This design comes from an exercise in tuning for small area on the open sky130 flow, not from production work. The RTL was checked by simulation tests, not by an equivalence proof against the original design. The clock port is modelled as an ideal driver, which makes a skipped or thinned clock tree look cheaper than it is; a real chip needs a root buffer or a tree. Power figures rest on the tool's default switching activity, not on a simulated workload.

## job 101
## maze_display
module maze_display(
    input              clk,
    input      [15:0]  cmd,
    input      [9:0]   pixel_x,
    input      [9:0]   pixel_y,
    input              maze_done,
    output     [7:0]   pixel_color
);
Size in the first run: about 350 cells after synthesis, roughly 130 flip-flops, about 0.0050 mm² of cells after synthesis.
Settings: LEC_CHECK=0, CAP_MARGIN=20, CORE_MARGIN=2, CORE_UTILIZATION=40, SLEW_MARGIN=20; clock period 10.0 ns.
standard.sh (not shown) runs the stock make flow with config.mk's settings and CLKGATE_MAP_FILE= SYNTH_SCRIPT=/design/flow/synth_recipe.tcl, a recipe that flattens the netlist after the stock synthesis.
==> flow/flow/run.sh <==
#!/bin/bash
# Own layout flow: the standard flow (standard.sh) with
#  - synthesis: the standard script, but ABC maps the logic for area (flow/synth.tcl);
#  - port buffers: the smallest buffer (buf_1) instead of the default choice;
#  - clock tree: built by flow/cts.tcl: the flip-flops are split into four
#    groups by location, each driven by one clkbuf_16 that the clock port drives.
# Each step's full output goes to a log file in the work folder.
set -euo pipefail
W=$PWD
F=$W/flow
export MY_ABC_SCRIPTS="$(ls $F/x_*.abc | tr "\n" " ")"
bash standard.sh SYNTH_SCRIPT=$F/synth.tcl SYNTH_HIERARCHICAL=1 synth > $W/log_synth.txt 2>&1
ARGS=(SYNTH_SCRIPT=$F/synth.tcl SYNTH_HIERARCHICAL=1 BUFFER_PORTS_ARGS="-buffer_cell sky130_fd_sc_hd__buf_1")
bash standard.sh "${ARGS[@]}" place > $W/log_place.txt 2>&1
MY_RESULTS=$W/orfs/results/sky130hd/maze_display/base MY_LIB=$FLOW_HOME/platforms/sky130hd/lib/sky130_fd_sc_hd__tt_025C_1v80.lib \
  MY_PLATFORM_DIR=$FLOW_HOME/platforms/sky130hd MY_CLK=clk MY_CLKBUF=sky130_fd_sc_hd__clkbuf_16 MY_NGROUP=4 \
  openroad -no_init -exit $F/cts.tcl > $W/log_cts.txt 2>&1
bash standard.sh "${ARGS[@]}" finish > $W/log_layout.txt 2>&1
==> flow/flow/cts.tcl <==
# Clock tree step in place of ORFS's CTS: reads the placed design, builds the
# clock tree by hand (below), legalizes the placement and writes what ORFS's
# CTS step writes (4_1_cts.odb, 4_cts.sdc).
set R $::env(MY_RESULTS)
read_liberty $::env(MY_LIB)
read_db $R/3_place.odb
read_sdc $R/3_place.sdc
source $::env(MY_PLATFORM_DIR)/setRC.tcl
# Clock tree made by hand: the flip-flops are split into NGROUP groups by
# recursive bisection of their placed locations, and each group is driven by
# one clock buffer placed at the group's centre; the clock port drives the
# NGROUP buffers.
proc split_groups {flops n} {
  if {$n <= 1 || [llength $flops] < 2} { return [list $flops] }
  set xs {}; set ys {}
  foreach f $flops { set l [$f getLocation]; lappend xs [lindex $l 0]; lappend ys [lindex $l 1] }
  set w [expr {[tcl::mathfunc::max {*}$xs] - [tcl::mathfunc::min {*}$xs]}]
  set h [expr {[tcl::mathfunc::max {*}$ys] - [tcl::mathfunc::min {*}$ys]}]
  set k [expr {$w >= $h ? 0 : 1}]
  set sorted [lsort -command [list cmp_loc $k] $flops]
  set n1 [expr {$n / 2}]
  set cut [expr {int(round([llength $sorted] * double($n1) / $n))}]
  return [concat [split_groups [lrange $sorted 0 [expr {$cut-1}]] $n1] \
                 [split_groups [lrange $sorted $cut end] [expr {$n - $n1}]]]
}
proc cmp_loc {k a b} {
  set la [lindex [$a getLocation] $k]; set lb [lindex [$b getLocation] $k]
  if {$la < $lb} { return -1 } elseif {$la > $lb} { return 1 }
  return [string compare [$a getName] [$b getName]]
}
set block [ord::get_db_block]
set db [ord::get_db]
set clknet [$block findNet $::env(MY_CLK)]
set flops {}
foreach it [$clknet getITerms] {
  lappend flops [$it getInst]
}
set flops [lsort -command {cmp_loc 0} $flops]
puts "clock sinks: [llength $flops]"
set master [$db findMaster $::env(MY_CLKBUF)]
set groups [split_groups $flops $::env(MY_NGROUP)]
set gi 0
foreach g $groups {
  set sx 0; set sy 0
  foreach f $g { set l [$f getLocation]; incr sx [lindex $l 0]; incr sy [lindex $l 1] }
  set cx [expr {$sx / [llength $g]}]; set cy [expr {$sy / [llength $g]}]
  set buf [odb::dbInst_create $block $master "clkbuf_manual_$gi"]
  set net [odb::dbNet_create $block "clk_manual_$gi"]
  $net setSigType CLOCK
  [$buf findITerm A] connect $clknet
  [$buf findITerm X] connect $net
  foreach f $g {
    set it [$f findITerm CLK]
    $it disconnect
    $it connect $net
  }
  $buf setLocation $cx $cy
  $buf setPlacementStatus PLACED
  puts "group $gi: [llength $g] flops, buffer at $cx $cy"
  incr gi
}

set_propagated_clock [all_clocks]
detailed_placement
check_placement -verbose
estimate_parasitics -placement
report_clock_skew
report_worst_slack -min
report_worst_slack -max
report_check_types -max_slew -max_capacitance -violators
write_db $R/4_1_cts.odb
write_sdc -no_timestamp $R/4_cts.sdc
Other scripts of this flow, unchanged in this note and not shown: flow/flow/synth.tcl, flow/flow/x_c2_amap.abc, flow/flow/x_c2_nf.abc, flow/flow/x_g_nf.abc, flow/flow/x_gd_nf.abc, flow/flow/x_ifr_nf.abc, flow/flow/x_ifr_nfp.abc, flow/flow/x_ifrdeep.abc, flow/flow/x_r1_nf.abc, flow/flow/x_r2_nfp.abc
Job 101: full flow OK, the timing, DRC and antenna checks passed
The following lists how job 102 was set up differently from job 101:
-- flow/flow/run.sh --
<<< job 101, line 5
#  - clock tree: built by flow/cts.tcl: the flip-flops are split into four
#    groups by location, each driven by one clkbuf_16 that the clock port drives.
# Each step's full output goes to a log file in the work folder.
>>> job 102, line 5
#  - clock tree: built by flow/cts.tcl: the flip-flops are split into four
#    groups by location, each driven by one buf_12 that the clock port drives.
# Each step's full output goes to a log file in the work folder.
<<< job 101, line 15
MY_RESULTS=$W/orfs/results/sky130hd/maze_display/base MY_LIB=$FLOW_HOME/platforms/sky130hd/lib/sky130_fd_sc_hd__tt_025C_1v80.lib \
  MY_PLATFORM_DIR=$FLOW_HOME/platforms/sky130hd MY_CLK=clk MY_CLKBUF=sky130_fd_sc_hd__clkbuf_16 MY_NGROUP=4 \
  openroad -no_init -exit $F/cts.tcl > $W/log_cts.txt 2>&1
>>> job 102, line 15
MY_RESULTS=$W/orfs/results/sky130hd/maze_display/base MY_LIB=$FLOW_HOME/platforms/sky130hd/lib/sky130_fd_sc_hd__tt_025C_1v80.lib \
  MY_PLATFORM_DIR=$FLOW_HOME/platforms/sky130hd MY_CLK=clk MY_CLKBUF=sky130_fd_sc_hd__buf_12 MY_NGROUP=4 \
  openroad -no_init -exit $F/cts.tcl > $W/log_cts.txt 2>&1
[summary]
Compared with job 101, in job 102 overall power fell by 8.9 µW; actual transition at the worst max-transition pin stayed essentially flat; worst hold slack stayed essentially flat; sequential portion of the cell area rose by 0.25 points; total wire length rose by 75 µm.
Compared with job 101, job 102 shows a number of optimization iterations in the first detailed-route pass that is 1 lower.
The worst setup slack was comparable across job 101 and job 102.
In every run of this note, the design's own scripts or RTL, not TritonCTS, make the clock network.

## port drivers added, routing unchanged
How much do the figures lean on ideal ports? The routed layouts below were timed once more, with nothing changed but the port constraints. Step 1 (the two cells are an assumption about what drives the block):
set clk [get_ports {clk}]
set_driving_cell -lib_cell sky130_fd_sc_hd__clkbuf_16 $clk
set_driving_cell -lib_cell sky130_fd_sc_hd__buf_2 [delete_from_list [all_inputs] $clk]
Step 2 moves the port delays by t, midway between the first and last clock arrival at a register: inputs arrive t later, outputs are due t later. That takes back most of the time a late clock gives input paths. Slacks: ideal ports / drivers / drivers and shift; pairs: ideal ports / drivers.
| run | t, ns | slack for setup (ns) | hold slack, ns | worst register clock-pin slew, ns | worst data-port slew with drivers (ns) |
|---|---|---|---|---|---|
| job 101 | 0.245 | 2.997 / 3.055 / 2.810 | 0.639 / 0.639 / 0.639 | 0.11 / 0.11 | 0.03 |
| job 102 | 0.232 | 2.996 / 3.065 / 2.833 | 0.636 / 0.636 / 0.636 | 0.12 / 0.12 | 0.03 |
After both steps setup and hold are still met in every run listed. For job 101, which loses most, drivers alone change the setup slack by +0.058 ns; drivers and shift together by -0.187 ns.
